This is an optimization exercise on Yosys and OpenROAD, whose aim is a short achievable clock period and few clock cycles, not a production implementation. The RTL was checked by simulation tests, not by an equivalence proof against the original design. Power and IR drop assume default switching activity.

===== design.v =====
module ARM(
	input clk, rst,
	output [31:0] imem_addr,
	input [31:0] imem_data,
	output [31:0] dmem_addr,
	output [31:0] dmem_wdata,
	output dmem_read,
	output dmem_write,
	input [31:0] dmem_rdata,
	input dmem_ready
);
	reg [29:0] pc;           
	reg [31:0] ir;           
	reg        ir_v;
	reg        ir_pred;      
	reg [29:0] pc_d;         
	reg        btb_v;
	reg [29:0] btb_pc, btb_tgt;
	reg        bt_ins;       
	reg [29:0] bt_pc, bt_tgt;
	reg        x_wen, x_fwe, x_ld;
	reg [3:0]  x_dest;
	reg [31:0] x_a, x_b;     
	reg        x_arith, x_and, x_orr, x_eor;   
	reg        x_ci1, x_cin;                   
	reg        x_csub, x_ccmp, x_vq;           
	reg [3:0]  x_ldflags;    
	reg [31:0] m_addr, m_wdata;
	reg        m_rd, m_wr;
	reg [31:0] lr;
	reg        w_wen;
	reg [3:0]  w_dest;
	reg [3:0]  flags;        
	wire [31:0] rf [0:15];
	reg  [15:0] wr;
	genvar gi;
	generate
		for (gi = 0; gi < 16; gi = gi + 1) begin : g_rf
			reg [31:0] r;
			always @(posedge clk)
				if (w_wen && w_dest == gi) r <= lr;
			assign rf[gi] = wr[gi] ? r : gi;
		end
	endgenerate
	always @(posedge clk or posedge rst)
		if (rst) wr <= 16'd0;
		else if (w_wen) wr[w_dest] <= 1'b1;
	assign imem_addr = {pc, 2'b00};
	assign dmem_addr = m_addr;
	assign dmem_wdata = m_wdata;
	assign dmem_read = m_rd;
	assign dmem_write = m_wr;
	wire add_cin = x_ci1 | (x_cin & flags[1]);   
	wire [32:0] sum = {1'b0, x_a} + {1'b0, x_b} + {32'd0, add_cin};
	wire [31:0] alu = x_arith ? sum[31:0] :
	                  x_and ? (x_a & x_b) :
	                  x_orr ? (x_a | x_b) :
	                  x_eor ? (x_a ^ x_b) : x_b;
	wire z_sum = &(~((x_a ^ x_b) ^ {x_a[30:0] | x_b[30:0], add_cin}));
	wire z_log = (alu == 32'd0);
	wire c_arith = x_ccmp ? (x_a[31] ^ x_b[31] ^ sum[32]) : (sum[32] ^ x_csub);
	wire v_arith = ((x_a[31] == x_b[31]) ^ x_vq) & (sum[31] != x_a[31]);
	wire [3:0] alu_flags = x_arith ? {z_sum, c_arith, sum[31], v_arith}
	                               : {z_log, 1'b0, alu[31], 1'b0};
	wire [3:0] x_flags = x_ld ? x_ldflags : alu_flags;
	wire [31:0] x_res = x_ld ? dmem_rdata : alu;
	wire [3:0] cond = ir[31:28];
	wire [1:0] mode = ir[27:26];
	wire       d_i = ir[25];
	wire [3:0] opc = ir[24:21];
	wire       d_s = ir[20];
	wire [3:0] rn = ir[19:16];
	wire [3:0] rd = ir[15:12];
	wire [3:0] rm = ir[3:0];
	wire is_dp = (mode == 2'b00);
	wire is_mem = (mode == 2'b01);
	wire is_br = (mode == 2'b10);
	wire is_ld = is_mem & d_s;
	wire is_st = is_mem & ~d_s;
	wire o_and = (opc == 4'b0000), o_eor = (opc == 4'b0001), o_sub = (opc == 4'b0010);
	wire o_add = (opc == 4'b0100), o_adc = (opc == 4'b0101), o_sbc = (opc == 4'b0110);
	wire o_tst = (opc == 4'b1000), o_cmp = (opc == 4'b1010), o_orr = (opc == 4'b1100);
	wire o_mov = (opc == 4'b1101), o_mvn = (opc == 4'b1111);
	wire o_arith = o_add | o_adc | o_sub | o_sbc | o_cmp;
	wire o_nowb = o_tst | o_cmp;
	wire dp_ok = is_dp & (o_arith | o_and | o_eor | o_tst | o_orr | o_mov | o_mvn);
	wire d_wen = (dp_ok & ~o_nowb) | is_ld;
	wire d_fwe = (dp_ok & (d_s | o_nowb)) | is_ld;
	wire use_rn = (dp_ok & ~o_mov & ~o_mvn) | is_mem;
	wire use_rm = dp_ok & ~d_i & ~ir[4];
	wire [3:0] srcb = is_st ? rd : rm;
	wire [31:0] rfa = rf[rn];
	wire [31:0] rfb = rf[srcb];
	wire [31:0] bya = (w_wen && w_dest == rn) ? lr : rfa;
	wire [31:0] byb = (w_wen && w_dest == srcb) ? lr : rfb;
	wire [4:0] sha = ir[11:7];
	wire [63:0] b_rr = {byb, byb} >> sha;
	reg  [31:0] b_sh;
	always @(*) begin
		case (ir[6:5])
			2'b00: b_sh = byb << sha;
			2'b11: b_sh = b_rr[31:0];
			default: b_sh = byb >> sha;       
		endcase
	end
	wire [63:0] imm_rr = {24'd0, ir[7:0], 24'd0, ir[7:0]} >> {ir[11:8], 1'b0};
	wire [31:0] op2 = d_i ? imm_rr[31:0] : (ir[4] ? 32'd0 : b_sh);
	wire d_inv = o_sub | o_sbc | o_cmp | o_mvn;
	wire [31:0] off = {{20{ir[11]}}, ir[11:0]};
	wire [32:0] asum = {1'b0, bya} + {1'b0, off};
	wire z_asum = &(~((bya ^ off) ^ {bya[30:0] | off[30:0], 1'b0}));
	wire [3:0] d_ldflags = {z_asum, asum[32], asum[31],
	                        (bya[31] == off[31]) & (asum[31] != bya[31])};
	wire [31:0] d_wdata = (x_wen && x_dest == rd) ? x_res : byb;
	wire [3:0] ff = x_fwe ? x_flags : flags;
	wire fz = ff[3], fc = ff[2], fn = ff[1], fv = ff[0];
	reg cpass;
	always @(*) begin
		case (cond)
			4'b0000: cpass = fz;
			4'b0001: cpass = ~fz;
			4'b0010: cpass = fc;
			4'b0011: cpass = ~fc;
			4'b0100: cpass = fn;
			4'b0101: cpass = ~fn;
			4'b0110: cpass = fv;
			4'b0111: cpass = ~fv;
			4'b1000: cpass = fc & ~fz;
			4'b1001: cpass = ~fc | fz;
			4'b1010: cpass = (fn == fv);
			4'b1011: cpass = (fn != fv);
			4'b1100: cpass = ~fz & (fn == fv);
			4'b1101: cpass = fz | ~fv;        
			4'b1110: cpass = 1'b1;
			default: cpass = 1'b0;
		endcase
	end
	wire stall_mem = (m_rd | m_wr) & ~dmem_ready;
	wire stall_dep = ir_v & x_wen & ((use_rn & (x_dest == rn)) | (use_rm & (x_dest == rm)));
	wire hold = stall_mem | stall_dep;
	wire go = ir_v & ~stall_dep;
	wire exe = go & cpass;
	wire br_far = (ir[23:0] != 24'd0);
	wire br_taken = ir_v & is_br & cpass & br_far;
	wire [29:0] pc_d1 = pc_d + 30'd1;
	wire [29:0] br_target = pc_d1 + {{6{ir[23]}}, ir[23:0]};
	wire pred_ok = (pc == br_target);
	wire redir_t = br_taken & ~(ir_pred & pred_ok);
	wire redir_f = ir_v & ir_pred & ~br_taken;
	wire f_hit = btb_v && (pc == btb_pc);
	wire [29:0] f_next = f_hit ? btb_tgt : pc + 30'd1;
	always @(posedge clk or posedge rst) begin
		if (rst) begin
			pc <= 30'd0;
			ir_v <= 1'b0;
			btb_v <= 1'b0;
			bt_ins <= 1'b0;
		end else begin
			if (!hold) begin
				pc <= redir_t ? br_target : (redir_f ? pc_d1 : f_next);
				ir_v <= ~(redir_t | redir_f);
			end
			bt_ins <= ~hold & redir_t & ir[23];
			if (bt_ins)
				btb_v <= 1'b1;
			else if (~hold & redir_f & ~is_br)
				btb_v <= 1'b0;
		end
	end
	always @(posedge clk) begin
		if (!hold) begin
			ir <= imem_data;
			pc_d <= pc;
			ir_pred <= f_hit;
		end
		bt_pc <= pc_d;
		bt_tgt <= br_target;
		if (bt_ins) begin
			btb_pc <= bt_pc;
			btb_tgt <= bt_tgt;
		end
	end
	always @(posedge clk or posedge rst) begin
		if (rst) begin
			x_wen <= 1'b0;
			x_fwe <= 1'b0;
			m_rd <= 1'b0;
			m_wr <= 1'b0;
		end else if (!stall_mem) begin
			x_wen <= exe & d_wen;
			x_fwe <= exe & d_fwe;
			m_rd <= exe & is_ld;
			m_wr <= exe & is_st;
		end
	end
	always @(posedge clk) begin
		if (!stall_mem) begin
			x_ld <= is_ld;
			x_dest <= rd;
			x_a <= bya;
			x_b <= d_inv ? ~op2 : op2;
			x_arith <= o_arith;
			x_and <= o_and | o_tst;
			x_orr <= o_orr;
			x_eor <= o_eor;
			x_ci1 <= o_sub | o_cmp;
			x_cin <= o_adc | o_sbc;
			x_csub <= o_sub | o_sbc;
			x_ccmp <= o_cmp;
			x_vq <= o_sbc;
			x_ldflags <= d_ldflags;
			m_addr <= asum[31:0];
			m_wdata <= d_wdata;
		end
	end
	always @(posedge clk or posedge rst) begin
		if (rst) begin
			w_wen <= 1'b0;
			flags <= 4'd0;
		end else if (!stall_mem) begin
			w_wen <= x_wen;
			if (x_fwe) flags <= x_flags;
		end
	end
	always @(posedge clk) begin
		if (!stall_mem) begin
			w_dest <= x_dest;
			lr <= x_res;
		end
	end
endmodule

===== flow/run.sh =====
#!/bin/bash
# Layout flow: the standard ORFS flow, with timing repair (floorplan,
# CTS and global-route repair_timing) aiming for a setup slack of
# SETUP_SLACK_MARGIN ns instead of 0, so the layout is optimised for the
# shortest period it can reach. Constraints (constraint.sdc) are unchanged.
set -uo pipefail
cd "$(dirname "$0")/.."
export SETUP_SLACK_MARGIN=15
bash standard.sh > flow_make.log 2>&1

===== standard.sh =====
#!/bin/bash
# synth_recipe.tcl (not shown) runs the flow's synth.tcl, then flattens the netlist and writes it again
# the make line also repeats each setting of config.mk as NAME=value (left out here)
make -C /OpenROAD-flow-scripts/flow DESIGN_CONFIG=/design/flow/config.mk WORK_HOME=/design/flow/orfs CLKGATE_MAP_FILE= SYNTH_SCRIPT=/design/flow/synth_recipe.tcl "${@:-finish}"

===== config.mk =====
export PLATFORM = sky130hd
export DESIGN_NAME = ARM
export DESIGN_NICKNAME = ARM
export VERILOG_FILES = /design/flow/design.v
export SDC_FILE = /design/flow/constraint.sdc
export NUM_CORES = 4
export LEC_CHECK = 0
export CAP_MARGIN = 20
export CORE_MARGIN = 2
export CORE_UTILIZATION = 40
export SLEW_MARGIN = 20

===== constraint.sdc =====
create_clock -name core_clock -period 20.0 [get_ports {clk}]
set_input_delay 4.0000 -clock core_clock [delete_from_list [all_inputs] [get_ports {clk}]]
set_output_delay 4.0000 -clock core_clock [all_outputs]
set_load 0.01 [all_outputs]

==> out/metrics.csv, run 1 <==
stage,metric,value,unit
floorplanning,rows,138,
global_routing,grt_pass1_wl,412000,um
detailed_routing,drt_iter0_drc,11400,
min_path,min_from,bt_pc[19],
setup_path,crit_type,register to register,
clock_tree,tritoncts,done,
yosys,synth-seq-area-share,0.475,
setup_path,startpoint_type,register,
detailed_routing,ant_nets,0,
final_layout,fillers,12400,
setup_path,path_max_fanout,9,
timing,slew-limit-headroom,0.108,
placed_design,pre_cts_ws,11.81,ns
yosys,yosysMostFrequentCell,edfxtp_1,
floorplanning,die_h,382,um
yosys,synth.avg_cell_area,9.95,um^2
floorplanning,dieArea,0.146,mm^2
timing,finalClockSkew,0.0923,ns
min_path,hp-class,register to register,
power_and_ir_drop,p_switching,0.00633,W
setup_path,r2r_start,ir[18],
yosys,synth.top_cells.by_area,"edfxtp_1 (43%), nand3_1 (4.4%), nand2_1 (4.1%)",
global_routing,grt.overflow.total,0,
min_path,holdPathEnd,btb_pc[19],
floorplanning,initial_utilization,0.403,
detailed_routing,route.detailed.drc,0,
global_routing,first_global_vias,52500,
floorplanning,coreArea,0.142,mm^2
final_layout,num-nets-final,6523,
power_and_ir_drop,max-vdd-ir-drop,0.000100,V
yosys,ys_ff_latch,934,
final_layout,drive_above_1_share,0.283,
yosys,synthTopCellsByCount,"edfxtp_1 (816), nand2_1 (626), nand3_1 (498), nor2_1 (326), clkbuf_1 (322)",
clock_tree,h-tree-depth,3,
yosys,ys_warn_count,1,
power_and_ir_drop,p_comb_frac,0.585,
clock_tree,clk_path_buf_depth,3,
yosys,synth_cell_type_count,117,
timing,post-route-worst-setup-slack,13.96,ns
power_and_ir_drop,p_per_area,175,mW/mm^2
flow_run,maxCapViolations,0,
detailed_routing,dr.pass1.iters,17,
yosys,ys_async_sr_fraction,0.0621,
timing,setup_viol,0,
global_routing,track_usage,0.400,
placed_design,hpwlAfterDp,186000,um
floorplanning,ios,165,
power_and_ir_drop,p_int,0.00675,W
min_path,min_delay_path_depth,0,
power_and_ir_drop,power_frac_clock,0.157,
setup_path,r2r_cells,23,
setup_path,critPathRequiredTime,20.51,ns
final_layout,finalNonFillerCells,8282,
placed_design,gp_congestion,1.05,
timing,timing.hold.ws,0.397,ns
global_routing,antenna_found_initial,27,
setup_path,crit_slowest_cell,a21oi_1,
timing,final_max_slew_viol_count,0,
setup_path,endpoint_kind,register,
setup_path,crit_path_max_incr_delay,0.82,ns
clock_tree,cts-root-buf,clkbuf_16,
power_and_ir_drop,p_leak,27.2,nW
detailed_routing,totalWireLength,306000,um
power_and_ir_drop,p_total,0.0131,W
yosys,yosysTopAreaCell,edfxtp_1,
outcome,outcome,timing/DRC/antenna clean,
power_and_ir_drop,sw_frac_of_total,0.484,
yosys,yosysTopAreaCellShare,0.429,
detailed_routing,vias_per_cell,7.02,
final_layout,syn_to_final_growth,31.1,%
timing,rsz0062_at_grt,true,
setup_path,r2r-end,x_ldflags[2],
detailed_routing,vias,58100,
timing,layout_min_cycle_time,6.04,ns
timing,setup_tns,0,ns
clock_tree,cts.sinks,934,
global_routing,grt_max_degree,75,
clock_tree,numCtsBuffers,103,
setup_path,regToRegSetupSlack,13.96,ns
timing,fin_crit_sh,0.302,
clock_tree,clock_latency,0.81,ns
timing,hold_viol,0,
timing,tightest_slew,1.32,ns
timing,fmax,0.166,GHz
placed_design,place_inst,7541,
clock_tree,cts-hold-fix-buffers,0,
floorplanning,die_w,382,um
power_and_ir_drop,seq_power_share,0.258,
yosys,synth-edff-count,816,
yosys,synthCells,5739,
yosys,synth_top_flop_cell,edfxtp_1,
yosys,netlist_area,0.0571,mm^2
setup_path,crit_chain,buf_12 > nor2_1 > nand2_1 > buf_12 > buf_4 > buf_4 > o2111ai_1 > nor4_1 > a21oi_1 > mux2_2 > inv_1 > ha_1 > o211a_1 > o21a_1 > o21ai_2 > a21oi_2 > a41o_1 > nor4_2 > nor3_1 > nor2_1 > o21ai_2 > o31ai_2 > a21oi_1,
setup_path,crit_arrival,6.55,ns
clock_tree,clkTransAtPathRegs,0.06,ns
detailed_routing,drt-wirelength-per-cell,36.9,um
placed_design,io_buffer_count,162,
## layer usage
| metal | part of all wire | GRT usage | vias to the layer above | wire length (um) |
|---|---|---|---|---|
| met5 | 0.0029 | 0.0185 | - | 889 |
| met4 | 0.091 | 0.253 | 44 | 27800 |
| met3 | 0.16 | 0.190 | 1812 | 48800 |
| met2 | 0.39 | 0.551 | 5453 | 119000 |
| met1 | 0.36 | 0.497 | 28000 | 109000 |
| li1 | - | - | 22800 | - |
## placed cells by master, fill, tap and decap left out, types with 67 or more instances in the layout
cell / count
edfxtp_1: 816
nand2_1: 602
nand3_1: 471
buf_4: 466
nor2_1: 262
xnor2_1: 190
a21oi_1: 184
o21ai_0: 163
inv_1: 156
buf_6: 145
ha_1: 143
nand4_1: 118
mux2i_1: 116
clkbuf_16: 109
xor2_1: 101
mux2_2: 87
o22ai_1: 85
nor3_1: 76
nand2b_1: 69
buf_12: 67
## layout make-up
cell class / count / area (um^2) / area share
repair buffers: 877 / 9080 / 0.121
repair inverters: 1 / 8.76 / 0.000117
flip-flops and latches: 934 / 27200 / 0.363
well taps: 1890 / 2360 / 0.0316
diodes: 16 / 40.0 / 0.000535
multi-input cells: 4198 / 31900 / 0.426
clock buffers: 128 / 2740 / 0.0366
clock inverters: 64 / 821 / 0.0110
inverters: 174 / 687 / 0.00917
## power groups by stage
stage	registers [W]	logic, W	clock network (W)
global placement	0.00346	0.00557	0
finish	0.00338	0.00765	0.00205
global route	0.00340	0.00775	0.00212
detailed placement	0.00347	0.00557	0
CTS	0.00335	0.00662	0.00205
floorplan	0.00315	0.00340	0
## through the flow
stage,utilization,area [um^2]
after CTS,0.504,71400
final,0.529,74900
after global placement,0.433,61300
after detailed placement,0.433,61300
after floorplan,-,57600
after global routing,0.529,74900
## cells by family (layout without fill, tap and decap cells)
kind of cell,count (synthesis),after routing,synth area share
compound gates,1321,1322,0.162
xor+xnor,307,307,0.0476
fa+ha+maj,167,167,0.0371
buf+inv,611,1244,0.0422
flops,934,934,0.475
mux,296,298,0.0575
other cells,1,18,0.0000657
simple gates,2102,2102,0.178
## repair_timing
action	4_1_cts	5_1_grt
gates resized for setup	1125	446
cloned	31	5
pin swaps	161	231
endpoints found under the setup margin	410	299
buffers inserted	332	164
## sequential cells by signal, summed over array words and instances, names as in the netlist, 16 cells and up
signal / count
lr: 32
pc_d: 30
x_b: 32
pc: 30
m_wdata: 32
x_a: 32
bt_pc: 30
ir: 32
g_rf.r: 512
btb_pc: 30
bt_tgt: 30
m_addr: 31
wr: 16
btb_tgt: 30
## how the worst max path moves through the flow
stage / start / end / slack, ns / cells after the start
2_1_floorplan: dmem_ready / pc[2] / 11.65 / 8
3_3_place_gp: dmem_ready / pc[0] / 11.88 / 9
3_5_place_dp: dmem_ready / pc[0] / 11.81 / 9
4_1_cts: pc_d[4] / pc[17] / 13.91 / 26
5_1_grt: pc_d[4] / pc[20] / 13.75 / 26
6_report: ir[18] / x_ldflags[2] / 13.96 / 23
## critical path: cells and delay by family, from the launching register on
family | cells | cell delay (ns)
buf+inv | 5 | 0.93
simple gates | 6 | 1.19
mux | 1 | 0.51
flops | 1 | 0.41
fa+ha+maj | 1 | 0.38
compound gates | 10 | 2.30
Testbench counts, summed over its fixed seeds: cycles 28,788.
==> run 2: changes to the inputs <==
--- a/design.v
+++ b/design.v
@@ -14,10 +14,15 @@
 	reg        ir_v;
 	reg        ir_pred;      
 	reg [29:0] pc_d;         
+	reg [29:0] pc_d1;        
+	reg [23:0] ir_poff;      
+	reg [15:0] rn_oh, sb_oh;  
 	reg        btb_v;
 	reg [29:0] btb_pc, btb_tgt;
+	reg [23:0] btb_off;
 	reg        bt_ins;       
 	reg [29:0] bt_pc, bt_tgt;
+	reg [23:0] bt_off;
 	reg        x_wen, x_fwe, x_ld;
 	reg [3:0]  x_dest;
 	reg [31:0] x_a, x_b;     
@@ -25,7 +30,8 @@
 	reg        x_ci1, x_cin;                   
 	reg        x_csub, x_ccmp, x_vq;           
 	reg [3:0]  x_ldflags;    
-	reg [31:0] m_addr, m_wdata;
+	reg [31:0] m_addr, m_wdata;     
+	reg [31:0] m_addr_s, m_wdata_s;  
 	reg        m_rd, m_wr;
 	reg [31:0] lr;
 	reg        w_wen;
@@ -89,8 +95,16 @@
 	wire use_rn = (dp_ok & ~o_mov & ~o_mvn) | is_mem;
 	wire use_rm = dp_ok & ~d_i & ~ir[4];
 	wire [3:0] srcb = is_st ? rd : rm;
-	wire [31:0] rfa = rf[rn];
-	wire [31:0] rfb = rf[srcb];
+	reg [31:0] rfa, rfb;
+	integer k;
+	always @(*) begin
+		rfa = 32'd0;
+		rfb = 32'd0;
+		for (k = 0; k < 16; k = k + 1) begin
+			rfa = rfa | ({32{rn_oh[k]}} & rf[k]);
+			rfb = rfb | ({32{sb_oh[k]}} & rf[k]);
+		end
+	end
 	wire [31:0] bya = (w_wen && w_dest == rn) ? lr : rfa;
 	wire [31:0] byb = (w_wen && w_dest == srcb) ? lr : rfb;
 	wire [4:0] sha = ir[11:7];
@@ -107,9 +121,11 @@
 	wire [31:0] op2 = d_i ? imm_rr[31:0] : (ir[4] ? 32'd0 : b_sh);
 	wire d_inv = o_sub | o_sbc | o_cmp | o_mvn;
 	wire [31:0] off = {{20{ir[11]}}, ir[11:0]};
-	wire [32:0] asum = {1'b0, bya} + {1'b0, off};
+	wire [31:0] asum;
+	wire a_cout;
+	ks_add #(32) u_aadd (.a(bya), .b(off), .cin(1'b0), .sum(asum), .cout(a_cout));
 	wire z_asum = &(~((bya ^ off) ^ {bya[30:0] | off[30:0], 1'b0}));
-	wire [3:0] d_ldflags = {z_asum, asum[32], asum[31],
+	wire [3:0] d_ldflags = {z_asum, a_cout, asum[31],
 	                        (bya[31] == off[31]) & (asum[31] != bya[31])};
 	wire [31:0] d_wdata = (x_wen && x_dest == rd) ? x_res : byb;
 	wire [3:0] ff = x_fwe ? x_flags : flags;
@@ -142,13 +158,15 @@
 	wire exe = go & cpass;
 	wire br_far = (ir[23:0] != 24'd0);
 	wire br_taken = ir_v & is_br & cpass & br_far;
-	wire [29:0] pc_d1 = pc_d + 30'd1;
-	wire [29:0] br_target = pc_d1 + {{6{ir[23]}}, ir[23:0]};
-	wire pred_ok = (pc == br_target);
+	wire [29:0] br_target;
+	wire br_co;
+	ks_add #(30) u_badd (.a(pc_d1), .b({{6{ir[23]}}, ir[23:0]}), .cin(1'b0), .sum(br_target), .cout(br_co));
+	wire pred_ok = (ir[23:0] == ir_poff);
 	wire redir_t = br_taken & ~(ir_pred & pred_ok);
 	wire redir_f = ir_v & ir_pred & ~br_taken;
 	wire f_hit = btb_v && (pc == btb_pc);
-	wire [29:0] f_next = f_hit ? btb_tgt : pc + 30'd1;
+	wire [29:0] pc_1 = pc + 30'd1;
+	wire [29:0] f_next = f_hit ? btb_tgt : pc_1;
 	always @(posedge clk or posedge rst) begin
 		if (rst) begin
 			pc <= 30'd0;
@@ -170,14 +188,20 @@
 	always @(posedge clk) begin
 		if (!hold) begin
 			ir <= imem_data;
+			rn_oh <= 16'd1 << imem_data[19:16];
+			sb_oh <= 16'd1 << ((imem_data[27:26] == 2'b01 && !imem_data[20]) ? imem_data[15:12] : imem_data[3:0]);
 			pc_d <= pc;
+			pc_d1 <= pc_1;
 			ir_pred <= f_hit;
+			ir_poff <= btb_off;
 		end
 		bt_pc <= pc_d;
 		bt_tgt <= br_target;
+		bt_off <= ir[23:0];
 		if (bt_ins) begin
 			btb_pc <= bt_pc;
 			btb_tgt <= bt_tgt;
+			btb_off <= bt_off;
 		end
 	end
 	always @(posedge clk or posedge rst) begin
@@ -209,8 +233,17 @@
 			x_ccmp <= o_cmp;
 			x_vq <= o_sbc;
 			x_ldflags <= d_ldflags;
-			m_addr <= asum[31:0];
-			m_wdata <= d_wdata;
+			m_addr_s <= asum;
+			m_wdata_s <= d_wdata;
+		end
+	end
+	always @(posedge clk or posedge rst) begin
+		if (rst) begin
+			m_addr <= 32'd0;
+			m_wdata <= 32'd0;
+		end else begin
+			m_addr <= stall_mem ? m_addr_s : asum;
+			m_wdata <= stall_mem ? m_wdata_s : d_wdata;
 		end
 	end
 	always @(posedge clk or posedge rst) begin
@@ -229,3 +262,31 @@
 		end
 	end
 endmodule
+module ks_add #(parameter W = 32, parameter L = 5) (
+	input  [W-1:0] a, b,
+	input          cin,
+	output [W-1:0] sum,
+	output         cout
+);
+	wire [W-1:0] p0 = a ^ b;
+	wire [W-1:0] g [0:L];
+	wire [W-1:0] p [0:L];
+	assign g[0] = (a & b) | {{(W-1){1'b0}}, p0[0] & cin};
+	assign p[0] = p0;
+	genvar l, i;
+	generate
+		for (l = 0; l < L; l = l + 1) begin : lv
+			for (i = 0; i < W; i = i + 1) begin : bt
+				if (i >= (1 << l)) begin : c
+					assign g[l+1][i] = g[l][i] | (p[l][i] & g[l][i-(1<<l)]);
+					assign p[l+1][i] = p[l][i] & p[l][i-(1<<l)];
+				end else begin : n
+					assign g[l+1][i] = g[l][i];
+					assign p[l+1][i] = p[l][i];
+				end
+			end
+		end
+	endgenerate
+	assign sum = p0 ^ {g[L][W-2:0], cin};
+	assign cout = g[L][W-1];
+endmodule
==> out/metrics.csv, run 2 <==
stage,metric,value,unit
final_layout,num-nets-final,5347,
floorplanning,rows,138,
clock_tree,clock_latency,0.80,ns
detailed_routing,dr.pass1.iters,8,
power_and_ir_drop,p_per_area,178,mW/mm^2
clock_tree,cts.sinks,1133,
placed_design,io_buffer_count,162,
timing,tightest_slew,1.14,ns
timing,rsz0062_at_grt,true,
clock_tree,numCtsBuffers,117,
setup_path,cp_top_family,flip-flops,
final_layout,syn_to_final_growth,19.1,%
timing,finalClockSkew,0.0966,ns
setup_path,r2r_cells,16,
power_and_ir_drop,p_int,0.00694,W
min_path,holdPathEnd,bt_pc[7],
timing,setup_viol,0,
timing,fmax,0.184,GHz
detailed_routing,wl_met2,94400,um
yosys,yosysMostFrequentCell,edfxtp_1,
yosys,synthCells,4857,
final_layout,largest_reg_flops,512,
setup_path,r2r_start,x_a[3],
timing,layout_min_cycle_time,5.43,ns
detailed_routing,vias_per_cell,6.39,
power_and_ir_drop,max-vdd-ir-drop,0.0000989,V
global_routing,grt_max_degree,73,
detailed_routing,route.layer.met1.wl,87400,um
floorplanning,coreArea,0.142,mm^2
global_routing,grt.overflow.total,0,
floorplanning,dieArea,0.146,mm^2
yosys,ys_warn_count,3,
detailed_routing,drt_iter0_drc,6276,
placed_design,place_area,0.0611,mm^2
setup_path,path_max_fanout,3,
detailed_routing,ant_nets,0,
global_routing,first_global_vias,43500,
timing,setup_tns,0,ns
setup_path,startpoint_type,register,
outcome,outcome,timing/DRC/antenna clean,
timing,slew-limit-headroom,0.233,
min_path,hp-class,register to register,
yosys,synth_compound_area_frac,0.167,
power_and_ir_drop,seq_power_share,0.318,
setup_path,critPathBufInv,1,
clock_tree,tritoncts,done,
placed_design,hpwlAfterDp,133000,um
yosys,ys_ff_latch,1133,
floorplanning,die_w,382,um
final_layout,final_area,0.0682,mm^2
power_and_ir_drop,p_leak,25.4,nW
yosys,ys_async_sr_fraction,0.108,
clock_tree,cts-root-buf,clkbuf_16,
placed_design,gp_congestion,0.983,
setup_path,crit_chain,buf_6,
yosys,synthTopCellsByCount,"edfxtp_1 (863), nand2_1 (393), a22oi_1 (285), clkbuf_1 (228), mux2i_1 (222)",
yosys,synth_top_family_by_area,compound AO/OA/AOI/OAI gates,
floorplanning,ios,165,
setup_path,crit_type,register to output port,
clock_tree,clkTransAtPathRegs,0.07,ns
power_and_ir_drop,p_switching,0.00523,W
yosys,synth-simple-area-share,0.102,
setup_path,r2r-end,pc[19],
yosys,synth_fa_ha_area_frac,0.0368,
setup_path,critPathRequiredTime,16.00,ns
yosys,synth-seq-area-share,0.558,
detailed_routing,route.detailed.drc,0,
yosys,synth-edff-count,863,
timing,final_max_slew_viol_count,0,
setup_path,crit_path_max_incr_delay,0.49,ns
detailed_routing,totalWireLength,221000,um
detailed_routing,vias,45500,
yosys,synth.top_cells.by_area,"edfxtp_1 (45%), dfrtp_1 (5.3%), dfxtp_1 (5.2%)",
min_path,min_delay_path_depth,0,
final_layout,finalNonFillerCells,7116,
floorplanning,initial_utilization,0.404,
setup_path,endpoint_kind,output port,
timing,fin_crit_sh,0.272,
global_routing,grt_pass1_wl,309000,um
final_layout,final_common_cell,edfxtp_1,
detailed_routing,drt-wirelength-per-cell,31.0,um
floorplanning,die_h,382,um
setup_path,crit_arrival,1.43,ns
setup_path,crit_slowest_cell,dfrtp_2,
yosys,synth.avg_cell_area,11.8,um^2
yosys,synth_cell_type_count,96,
final_layout,final_cell_mix,"edfxtp_1 (863), nand2_1 (388), a22oi_1 (284), nor2_1 (208), mux2i_1 (208)",
detailed_routing,top_layer,met4,
setup_path,regToRegSetupSlack,14.84,ns
power_and_ir_drop,p_comb_frac,0.488,
power_and_ir_drop,power_frac_clock,0.194,
power_and_ir_drop,sw_frac_of_total,0.430,
final_layout,top_register,g_rf.r,
yosys,synth_top_flop_cell,edfxtp_1,
yosys,muxShareOfSynthArea,0.0640,
yosys,yosysTopAreaCell,edfxtp_1,
yosys,netlist_area,0.0573,mm^2
final_layout,drive_above_1_share,0.171,
min_path,min_from,pc_d[7],
global_routing,antenna_found_initial,4,
timing,hold_viol,0,
yosys,yosysTopAreaCellShare,0.452,
global_routing,track_usage,0.291,
detailed_routing,wl_met3,25500,um
flow_run,maxCapViolations,0,
yosys,synthXorXnorAreaFrac,0.0395,
clock_tree,h-tree-depth,3,
placed_design,place_inst,6716,
clock_tree,clk_path_buf_depth,3,
## run 2: cell types whose count changed after synthesis, moves of 64 or more
cell,before,now
nand3_1,498,78
a22oi_1,40,285
mux2i_1,158,222
nand2_1,626,393
nor2_1,326,209
o21ai_0,226,154
clkbuf_1,322,228
dfxtp_1,60,148
dfrtp_1,58,122
mux2_2,122,40
a221oi_1,15,132
a22o_1,6,129
## run 2: worst max-delay path by stage
stage                    start             to  slack [ns]  cells past startpoint
finish                  pc[18]  imem_addr[20]       14.57                      1
global route             pc[7]   imem_addr[9]       14.52                      2
CTS                     pc[18]  imem_addr[20]       14.53                      1
detailed placement  dmem_ready         pc[25]       11.84                      9
global placement    dmem_ready         pc[25]       11.91                      9
floorplan                  rst         bt_ins       14.50                      1
## run 2: logic make-up after synthesis
logic type	after synthesis
AO/OA/AOI/OAI	1313
XOR/XNOR	258
adder cells (fa/ha/maj)	166
buffers and inverters	491
flip-flops	1133
multiplexers	306
other	1
AND/OR/NAND/NOR	1189
## run 2: stage by stage
| step | setup slack [ns] | utilization | hold WS [ns] | power (W) |
|---|---|---|---|---|
| 2_1_floorplan | 14.50 | - | 0.323 | 0.00698 |
| 3_3_place_gp | 11.91 | 0.431 | 0.324 | 0.00900 |
| 3_5_place_dp | 11.84 | 0.431 | 0.327 | 0.00904 |
| 4_1_cts | 14.53 | 0.472 | 0.340 | 0.0118 |
| 5_1_grt | 14.52 | 0.481 | 0.345 | 0.0126 |
| 6_report | 14.57 | 0.481 | 0.338 | 0.0122 |
## run 2: worst reg2reg max path, stage by stage (launching register included)
cell and delay, ns:
edfxtp_1 0.54, ha_1 0.41, or3_4 0.47, o221a_4 0.25, a31oi_4 0.33, a31oi_4 0.23, or3_1 0.40, a21o_1 0.21
and3_1 0.28, a2111oi_4 0.38, nand3_2 0.23, buf_4 0.23, o31a_1 0.35, buf_12 0.17, buf_12 0.14, and2_1 0.14
o32a_1 0.31
## run 2: layout make-up
type / count / area, um^2
Antenna cell: 7 / 17.5
Clock buffer: 149 / 3240
Clock inverter: 75 / 961
Fill cell: 12600 / 73600
Inverter: 184 / 737
Multi-Input combinational cell: 3236 / 24500
Sequential cell: 1133 / 32000
Tap cell: 1890 / 2360
Timing Repair Buffer: 435 / 4310
Timing Repair inverter: 7 / 91.3
## run 2: timing repair
item,4_1_cts,5_1_grt
hold buffers,0,0
endpoints found under the hold margin,0,0
cloned,19,11
endpoints found under the setup margin,643,334
buffers inserted,79,60
resized for setup,633,122
pin swaps,44,54
## run 2: layer usage
layer,vias to the layer above,global-route usage
met5,-,0
met4,0,0.152
met3,589,0.0636
met2,3078,0.431
met1,22500,0.399
li1,19200,-
## run 2: power by group through the flow
stage          clock network, W  logic [W]  registers, W
6_report                0.00237    0.00594       0.00387
5_1_grt                 0.00248    0.00625       0.00392
3_5_place_dp                  0    0.00509       0.00395
2_1_floorplan                 0    0.00323       0.00374
3_3_place_gp                  0    0.00507       0.00393
4_1_cts                 0.00239    0.00550       0.00386
Testbench counts of run 2, summed over its fixed seeds: cycles 28,788.
==> run 3: changes to the inputs <==
--- a/design.v
+++ b/design.v
@@ -26,6 +26,8 @@
 	reg        x_wen, x_fwe, x_ld;
 	reg [3:0]  x_dest;
 	reg [31:0] x_a, x_b;     
+	reg        x_fa;         
+	reg [31:0] lr;           
 	reg        x_arith, x_and, x_orr, x_eor;   
 	reg        x_ci1, x_cin;                   
 	reg        x_csub, x_ccmp, x_vq;           
@@ -33,9 +35,6 @@
 	reg [31:0] m_addr, m_wdata;     
 	reg [31:0] m_addr_s, m_wdata_s;  
 	reg        m_rd, m_wr;
-	reg [31:0] lr;
-	reg        w_wen;
-	reg [3:0]  w_dest;
 	reg [3:0]  flags;        
 	wire [31:0] rf [0:15];
 	reg  [15:0] wr;
@@ -44,28 +43,29 @@
 		for (gi = 0; gi < 16; gi = gi + 1) begin : g_rf
 			reg [31:0] r;
 			always @(posedge clk)
-				if (w_wen && w_dest == gi) r <= lr;
+				if (x_wen && x_dest == gi) r <= x_res;
 			assign rf[gi] = wr[gi] ? r : gi;
 		end
 	endgenerate
 	always @(posedge clk or posedge rst)
 		if (rst) wr <= 16'd0;
-		else if (w_wen) wr[w_dest] <= 1'b1;
+		else if (x_wen) wr[x_dest] <= 1'b1;
 	assign imem_addr = {pc, 2'b00};
 	assign dmem_addr = m_addr;
 	assign dmem_wdata = m_wdata;
 	assign dmem_read = m_rd;
 	assign dmem_write = m_wr;
 	wire add_cin = x_ci1 | (x_cin & flags[1]);   
-	wire [32:0] sum = {1'b0, x_a} + {1'b0, x_b} + {32'd0, add_cin};
+	wire [31:0] xa = x_fa ? lr : x_a;
+	wire [32:0] sum = {1'b0, xa} + {1'b0, x_b} + {32'd0, add_cin};
 	wire [31:0] alu = x_arith ? sum[31:0] :
-	                  x_and ? (x_a & x_b) :
-	                  x_orr ? (x_a | x_b) :
-	                  x_eor ? (x_a ^ x_b) : x_b;
-	wire z_sum = &(~((x_a ^ x_b) ^ {x_a[30:0] | x_b[30:0], add_cin}));
+	                  x_and ? (xa & x_b) :
+	                  x_orr ? (xa | x_b) :
+	                  x_eor ? (xa ^ x_b) : x_b;
+	wire z_sum = &(~((xa ^ x_b) ^ {xa[30:0] | x_b[30:0], add_cin}));
 	wire z_log = (alu == 32'd0);
-	wire c_arith = x_ccmp ? (x_a[31] ^ x_b[31] ^ sum[32]) : (sum[32] ^ x_csub);
-	wire v_arith = ((x_a[31] == x_b[31]) ^ x_vq) & (sum[31] != x_a[31]);
+	wire c_arith = x_ccmp ? (xa[31] ^ x_b[31] ^ sum[32]) : (sum[32] ^ x_csub);
+	wire v_arith = ((xa[31] == x_b[31]) ^ x_vq) & (sum[31] != xa[31]);
 	wire [3:0] alu_flags = x_arith ? {z_sum, c_arith, sum[31], v_arith}
 	                               : {z_log, 1'b0, alu[31], 1'b0};
 	wire [3:0] x_flags = x_ld ? x_ldflags : alu_flags;
@@ -105,8 +105,8 @@
 			rfb = rfb | ({32{sb_oh[k]}} & rf[k]);
 		end
 	end
-	wire [31:0] bya = (w_wen && w_dest == rn) ? lr : rfa;
-	wire [31:0] byb = (w_wen && w_dest == srcb) ? lr : rfb;
+	wire [31:0] bya = rfa;
+	wire [31:0] byb = rfb;
 	wire [4:0] sha = ir[11:7];
 	wire [63:0] b_rr = {byb, byb} >> sha;
 	reg  [31:0] b_sh;
@@ -152,7 +152,8 @@
 		endcase
 	end
 	wire stall_mem = (m_rd | m_wr) & ~dmem_ready;
-	wire stall_dep = ir_v & x_wen & ((use_rn & (x_dest == rn)) | (use_rm & (x_dest == rm)));
+	wire fwda = x_wen & (x_dest == rn);
+	wire stall_dep = ir_v & x_wen & (((use_rn & ~dp_ok) & (x_dest == rn)) | (use_rm & (x_dest == rm)));
 	wire hold = stall_mem | stall_dep;
 	wire go = ir_v & ~stall_dep;
 	wire exe = go & cpass;
@@ -222,6 +223,7 @@
 			x_ld <= is_ld;
 			x_dest <= rd;
 			x_a <= bya;
+			x_fa <= fwda;
 			x_b <= d_inv ? ~op2 : op2;
 			x_arith <= o_arith;
 			x_and <= o_and | o_tst;
@@ -248,18 +250,14 @@
 	end
 	always @(posedge clk or posedge rst) begin
 		if (rst) begin
-			w_wen <= 1'b0;
 			flags <= 4'd0;
 		end else if (!stall_mem) begin
-			w_wen <= x_wen;
 			if (x_fwe) flags <= x_flags;
 		end
 	end
 	always @(posedge clk) begin
-		if (!stall_mem) begin
-			w_dest <= x_dest;
+		if (!stall_mem)
 			lr <= x_res;
-		end
 	end
 endmodule
 module ks_add #(parameter W = 32, parameter L = 5) (
--- a/config.mk
+++ b/config.mk
@@ -7,5 +7,5 @@
 export LEC_CHECK = 0
 export CAP_MARGIN = 20
 export CORE_MARGIN = 2
-export CORE_UTILIZATION = 40
+export CORE_UTILIZATION = 65
 export SLEW_MARGIN = 20
==> out/metrics.csv, run 3 <==
stage,metric,value,unit
outcome,outcome,timing/DRC/antenna clean,
timing,setup_tns,0,ns
yosys,synth-edff-count,860,
flow_run,maxCapViolations,0,
clock_tree,clock_latency,0.74,ns
setup_path,crit_path_max_incr_delay,0.58,ns
setup_path,path_max_fanout,7,
final_layout,fillers,5197,
final_layout,final_cell_mix,"edfxtp_1 (860), nand2_1 (442), a22oi_1 (350), buf_4 (293), nor2_1 (247)",
timing,slew-limit-headroom,0.153,
power_and_ir_drop,p_total,0.0124,W
final_layout,largest_reg_flops,512,
yosys,ys_ff_latch,1129,
global_routing,grt_max_degree,75,
detailed_routing,totalWireLength,222000,um
final_layout,num-nets-final,5606,
global_routing,track_usage,0.479,
timing,finalClockSkew,0.0730,ns
floorplanning,coreArea,0.0865,mm^2
detailed_routing,dr.pass1.iters,7,
yosys,synth.avg_cell_area,11.2,um^2
timing,layout_min_cycle_time,5.45,ns
floorplanning,ios,165,
setup_path,cp_top_family,compound AO/OA/AOI/OAI gates,
yosys,synth_cell_type_count,100,
detailed_routing,vias,49000,
yosys,ys_async_sr_fraction,0.107,
setup_path,critPathBufInv,7,
clock_tree,clkTransAtPathRegs,0.07,ns
yosys,synth_fa_ha_area_frac,0.0373,
floorplanning,die_w,299,um
timing,fin_crit_sh,0.272,
global_routing,grt.overflow.total,0,
setup_path,critPathRequiredTime,20.62,ns
final_layout,finalNonFillerCells,6627,
yosys,synthCells,5043,
global_routing,grt_pass1_wl,311000,um
power_and_ir_drop,power_frac_clock,0.171,
clock_tree,tritoncts,done,
detailed_routing,ant_nets,0,
global_routing,antenna_found_initial,8,
clock_tree,cts-root-buf,clkbuf_16,
yosys,yosysMostFrequentCell,edfxtp_1,
yosys,ys_warn_count,3,
power_and_ir_drop,max-vdd-ir-drop,0.000127,V
placed_design,pre_cts_ws,11.84,ns
detailed_routing,drt_iter0_drc,8452,
yosys,synth.top_cells.by_area,"edfxtp_1 (46%), dfrtp_1 (5.4%), dfxtp_1 (5.2%)",
setup_path,startpoint_type,register,
placed_design,gp_congestion,1.00,
power_and_ir_drop,p_leak,25.9,nW
clock_tree,numCtsBuffers,107,
yosys,yosysTopAreaCellShare,0.457,
floorplanning,dieArea,0.0893,mm^2
setup_path,crit_type,register to register,
detailed_routing,route.detailed.drc,0,
power_and_ir_drop,seq_power_share,0.311,
final_layout,drive_above_1_share,0.199,
detailed_routing,vias_per_cell,7.39,
timing,fmax,0.184,GHz
power_and_ir_drop,p_comb_frac,0.517,
power_and_ir_drop,p_per_area,182,mW/mm^2
floorplanning,rows,108,
yosys,synth-seq-area-share,0.563,
yosys,synth-simple-area-share,0.123,
timing,final_max_slew_viol_count,0,
yosys,synth_top_flop_cell,edfxtp_1,
timing,tightest_slew,1.27,ns
floorplanning,initial_utilization,0.653,
power_and_ir_drop,p_int,0.00695,W
floorplanning,die_h,299,um
timing,rsz0062_at_grt,true,
clock_tree,h-tree-depth,3,
global_routing,first_global_vias,45700,
yosys,netlist_area,0.0565,mm^2
placed_design,io_buffer_count,162,
placed_design,place_inst,6188,
clock_tree,cts.sinks,1129,
setup_path,crit_arrival,6.06,ns
timing,post-route-worst-setup-slack,14.55,ns
timing,hold_viol,0,
setup_path,endpoint_kind,register,
placed_design,hpwlAfterDp,131000,um
clock_tree,clk_path_buf_depth,3,
power_and_ir_drop,p_switching,0.00546,W
setup_path,crit_slowest_cell,or4b_4,
final_layout,final_common_cell,edfxtp_1,
power_and_ir_drop,sw_frac_of_total,0.440,
yosys,synth_top_family_by_area,compound AO/OA/AOI/OAI gates,
timing,timing.hold.ws,0.344,ns
timing,setup_viol,0,
yosys,synth_compound_area_frac,0.162,
yosys,synthTopCellsByCount,"edfxtp_1 (860), nand2_1 (448), a22oi_1 (358), nor2_1 (263), a21oi_1 (255)",
final_layout,syn_to_final_growth,20.4,%
yosys,muxShareOfSynthArea,0.0424,
min_path,hp-class,register to register,
yosys,yosysTopAreaCell,edfxtp_1,
yosys,synthXorXnorAreaFrac,0.0384,
detailed_routing,drt-wirelength-per-cell,33.5,um
final_layout,top_register,g_rf.r,
run 3: changes by cell type in the layout (fill, tap and decap cells not counted), sizes merged, moves of 42 or more:
| cell | previous run | this run |
|---|---|---|
| o21ai | 161 | 203 |
| buf | 358 | 458 |
| mux4 | 43 | 0 |
| nand2 | 395 | 451 |
| mux2i | 223 | 175 |
| a221oi | 132 | 46 |
| a21oi | 189 | 258 |
| a22o | 129 | 42 |
| a22oi | 285 | 358 |
| nand3 | 78 | 238 |
| nor2 | 209 | 263 |
| o22ai | 33 | 75 |
run 3: per-layer routing:
layer / global-route usage / share of wire / up-vias
li1: - / - / 19800
met1: 0.633 / 0.34 / 23100
met2: 0.687 / 0.41 / 4868
met3: 0.166 / 0.17 / 1261
met4: 0.284 / 0.080 / 4
met5: 0 / 0.00010 / -
run 3: through the flow:
step           utilization  area [um^2]
5_1_grt              0.786        68000
3_5_place_dp         0.693        59900
6_report             0.786        68000
4_1_cts              0.770        66600
3_3_place_gp         0.693        59900
2_1_floorplan            -        57000
run 3: repair_timing:
action,4_1_cts,5_1_grt
gates cloned,28,3
resized for setup,774,174
pin swaps,77,66
setup buffers,156,43
endpoints found under the setup margin,593,285
hold buffers,0,0
run 3: worst register-to-register path: cells and delay by family (launching register included):
kind                       cells  cell delay (ns)
AOI/OAI and AO/OA              9             1.33
DFF                            1             0.52
muxes                          2             0.46
adders and majority gates      2             0.74
buffers and inverters          7             1.10
and+or+nand+nor                5             1.21
run 3: cells by family after synthesis:
family | Yosys count
compound gates | 1349
xor+xnor | 248
fa+ha+maj | 166
buf+inv | 489
flops | 1129
mux | 232
other cells | 1
simple gates | 1429
run 3: final cells by class:
cell class                      instances  area, um^2  share of cell area
Timing Repair inverter                  5        70.1             0.00103
Clock buffer                          141        2940              0.0432
Timing Repair Buffer                  540        5220              0.0768
Sequential cell                      1129       31900               0.468
Multi-Input combinational cell       3431       25100               0.369
Clock inverter                         61         734              0.0108
Tap cell                             1155        1450              0.0213
Antenna cell                            6        15.0            0.000221
Inverter                              159         646             0.00949
run 3: path summary, 6_finish.rpt:
check                          from     endpoint  slack [ns]  depth (start not counted)
max                            x_fa       pc[16]       14.55                         25
min reg2reg                pc_d[14]    bt_pc[14]        0.34                          0
min                        pc_d[14]    bt_pc[14]        0.34                          0
min in group asynchronous       rst  m_wdata[31]        3.83                          3
max reg2reg                    x_fa       pc[16]       14.55                         25
max in group asynchronous       rst        wr[3]       15.34                          4
run 3: power groups by stage:
stage	sequential [W]	combinational [W]	clock [W]
global route	0.00389	0.00660	0.00220
global placement	0.00388	0.00508	0
detailed placement	0.00390	0.00515	0
finish	0.00386	0.00642	0.00212
floorplan	0.00380	0.00315	0
CTS	0.00382	0.00578	0.00210
Testbench counts of run 3, summed over its fixed seeds: cycles 28,192.

==> what the ideal ports hide <==
Ports are ideal in the flow. The routed layouts listed here were re-timed in OpenROAD. Step 1 sets driving cells, clkbuf_16 on the clock port and buf_2 on the other inputs (assumed; they add their load-dependent delay and slew). Step 2 adds t to the input delays and takes it off the output delays; t is the mean of the earliest and latest rising clock arrival at the registers after step 1. Input paths then give back, and output paths get back, about the clock's delay inside the block. a / b / c = no drivers / after step 1 / after step 2; a / b = the first two.
run | t, ns | setup WS [ns] | worst data-port slew with drivers (ns) | cell pins on the clock port's net
run 1 | 0.854 | 13.960 / 13.960 / 13.960 | 0.11 | 1
run 2 | 0.837 | 14.567 / 14.478 / 14.151 | 0.09 | 1
run 3 | 0.783 | 14.554 / 14.554 / 14.092 | 0.06 | 1
After both steps setup and hold are still met in every run listed. The setup slack of run 3, which loses most, moves by 0.000 ns with the drivers and by -0.462 ns with both steps.
